Source: an optimization exercise on an open RTL-to-GDS flow (aim: small area, a short achievable clock period and few clock cycles). Production flows keep margins and buffers that such runs may drop. Where RTL was checked, it was by simulation tests only, not by an equivalence proof against the original. Power is estimated from default activity; no workload was simulated.

==> flow/design.v (excerpt) <==
module reuleaux(input logic clk, input logic rst_n, input logic [2:0] colour,
                input logic [7:0] centre_x, input logic [6:0] centre_y, input logic [7:0] diameter,
                input logic start, output logic done,
                output logic [7:0] vga_x, output logic [6:0] vga_y,
                output logic [2:0] vga_colour, output logic vga_plot);
     circle_control u_ctl(.clk(clk), .rst_n(rst_n), .colour(colour), .centre_x(centre_x),
                          .centre_y(centre_y), .diameter(diameter), .start(start), .done(done),
                          .vga_x(vga_x), .vga_y(vga_y), .vga_colour(vga_colour), .vga_plot(vga_plot));
endmodule
==> flow/config.mk <==
export PLATFORM = sky130hd
export DESIGN_NAME = reuleaux
export DESIGN_NICKNAME = reuleaux
export VERILOG_FILES = /design/flow/design.v
export SDC_FILE = /design/flow/constraint.sdc
export NUM_CORES = 4
export LEC_CHECK = 0
export CAP_MARGIN = 20
export CORE_MARGIN = 2
export CORE_UTILIZATION = 40
export SLEW_MARGIN = 20
==> flow/constraint.sdc <==
create_clock -name core_clock -period 10.0 [get_ports {clk}]
set_input_delay 2.0000 -clock core_clock [delete_from_list [all_inputs] [get_ports {clk}]]
set_output_delay 2.0000 -clock core_clock [all_outputs]
set_load 0.01 [all_outputs]
standard.sh (not shown) runs the stock make flow with config.mk's settings and CLKGATE_MAP_FILE= SYNTH_SCRIPT=/design/flow/synth_recipe.tcl, a recipe that flattens the netlist after the stock synthesis.
==> flow/flow/run.sh <==
#!/bin/bash
set -euo pipefail
bash standard.sh finish SETUP_SLACK_MARGIN=6.8 > standard_flow.log 2>&1
Change:
--- a/flow/design.v
+++ b/flow/design.v
@@ -40,71 +40,63 @@
           end
           fadd19[0] = p[0];
           for (int i = 1; i < 19; i++) fadd19[i] = p[i] ^ g[i - 1];
      endfunction
      function automatic logic [37:0] csa19(input logic [18:0] x, input logic [18:0] y, input logic [18:0] z);
           logic [18:0] sm, cy;
           sm = x ^ y ^ z;
           cy = ((x & y) | (x & z) | (y & z)) << 1;
           csa19 = {cy, sm};
      endfunction
      logic start_r, start_rr;
      logic [7:0] d_r, cx_r;
-     logic [6:0] cy_r;
      always_ff @(posedge clk) begin
           start_r    <= start;
           start_rr   <= start_r;
           d_r        <= diameter;
           cx_r       <= centre_x;
-          cy_r       <= centre_y;
           vga_colour <= colour;
      end
-     logic [18:0] dz, s296_c;
-     assign dz     = {11'd0, d_r};
-     assign s296_c = (dz << 8) + (dz << 5) + (dz << 3);
+     logic [18:0] dz, m6, m3;
+     logic [18:0] s296;
+     assign dz   = {11'd0, d_r};
+     assign s296 = (dz << 8) + (dz << 5) + (dz << 3);
+     assign m6   = s296 + dz + 19'd510;
+     assign m3   = (s296 << 2) + dz + 19'd1019;
      logic [6:0] dh_c;                                
      assign dh_c = d_r[7:1] + {6'd0, d_r[0]};
      logic [9:0] x1_c, x2_c;
      assign x1_c = fadd({2'b00, cx_r}, {3'b000, dh_c}, 1'b0);
      assign x2_c = fadd({2'b00, cx_r}, ~{3'b000, dh_c}, 1'b1);
-     logic [13:0] s296;    
+     logic [6:0] k6;
+     logic [7:0] k3;
      logic [6:0] dh;       
      assign dh = dh_c;
      logic       d0;       
      logic       d1;       
      logic [8:0] x1;       
      logic [7:0] x2;       
      logic       en2;      
      always_ff @(posedge clk) begin
-          s296 <= s296_c[16:3];
+          k6  <= m6[16:10];
+          k3  <= m3[18:11];
           d0  <= (d_r == 8'd0);
           d1  <= (d_r == 8'd1);
           x1  <= x1_c[8:0];
           x2  <= x2_c[7:0];
           en2 <= !x2_c[9] && (cx_r != 8'd0);
      end
-     logic [19:0] t6, t3, u6s, u6c, u3s, u3c, v6, v3;
-     assign t6  = {3'b000, cy_r, 10'd0};
-     assign u6s = t6 ^ {3'b000, s296, 3'b000} ^ ({12'd0, d_r} + 20'd510);
-     assign u6c = ((t6 & {3'b000, s296, 3'b000}) | (t6 & ({12'd0, d_r} + 20'd510)) |
-                   ({3'b000, s296, 3'b000} & ({12'd0, d_r} + 20'd510))) << 1;
-     assign v6  = u6s + u6c;
-     assign t3  = {2'b00, cy_r, 11'd0};
-     assign u3s = t3 ^ ~{1'b0, s296, 5'b00000} ^ (20'd1029 - {12'd0, d_r});
-     assign u3c = ((t3 & ~{1'b0, s296, 5'b00000}) | (t3 & (20'd1029 - {12'd0, d_r})) |
-                   (~{1'b0, s296, 5'b00000} & (20'd1029 - {12'd0, d_r}))) << 1;
-     assign v3  = u3s + u3c;
      logic [9:0] y1_c, y3_c;
-     assign y1_c = {2'b00, v6[17:10]};
-     assign y3_c = {v3[19], v3[19:11]};
+     assign y1_c = fadd({3'b000, centre_y}, {3'b000, k6}, 1'b0);
+     assign y3_c = fadd({3'b000, centre_y}, ~{2'b00, k3}, 1'b1);
      logic [7:0] y1;       
      logic [6:0] y3;       
      logic       en3;      
      always_ff @(posedge clk) begin
           y1  <= y1_c[7:0];
           y3  <= y3_c[6:0];
           en3 <= !y3_c[9];
      end
      logic [7:0] ox, oy;
      logic [9:0] crit;      
      logic [8:0] dd;        
      logic [9:0] cx10, y110, y310;
- The new run completed without violations
- setup slack gets better by 49 ps
- sequential share of layout area shrinks by 0.74 points
- routed wire length fell by 5.9%
- power is lower by 1.1%
- cell count is lower by 2.2%
- area after synthesis went down by 5.3%
- clock power is lower by about 1%
- die area decreases by 5.1%
- maximum frequency rose by 1.5%
- core utilization climbs by 1.9 points
- via count falls by 5.2%
- critical path depth stays the same
- hold slack loses 61 ps
- clock skew goes down by 3.3 ps
Testbench counts after the change, summed over its fixed seeds: cycles 17,484.
Only the layout flow was run in the first run of this note; the RTL was not checked for function there.

## re-timing with driven ports
No port has a modelled driver above. Below, the same layouts with a new extraction and two added sets of constraints. Step 1: set_driving_cell puts a clkbuf_16 on clk and a buf_2 on each other input, an assumption about the parent block. Step 2, shift: input delay + t, output delay - t, t = (earliest + latest rising clock arrival at the registers) / 2. This alone moves slack from input paths to output paths. Slacks: ideal / step 1 / step 2; pairs: ideal / step 1.
run	t (ns)	slack for setup (ns)	hold WS [ns]	pins driven straight from the clock port
the first run	0.484	6.784 / 6.784 / 6.784	0.447 / 0.447 / 0.447	1
the second run	0.478	6.833 / 6.832 / 6.354	0.386 / 0.386 / 0.386	1
After both steps every run listed still meets setup and hold. For the second run, which loses most, drivers alone change the setup slack by -0.001 ns; drivers and shift together by -0.479 ns.
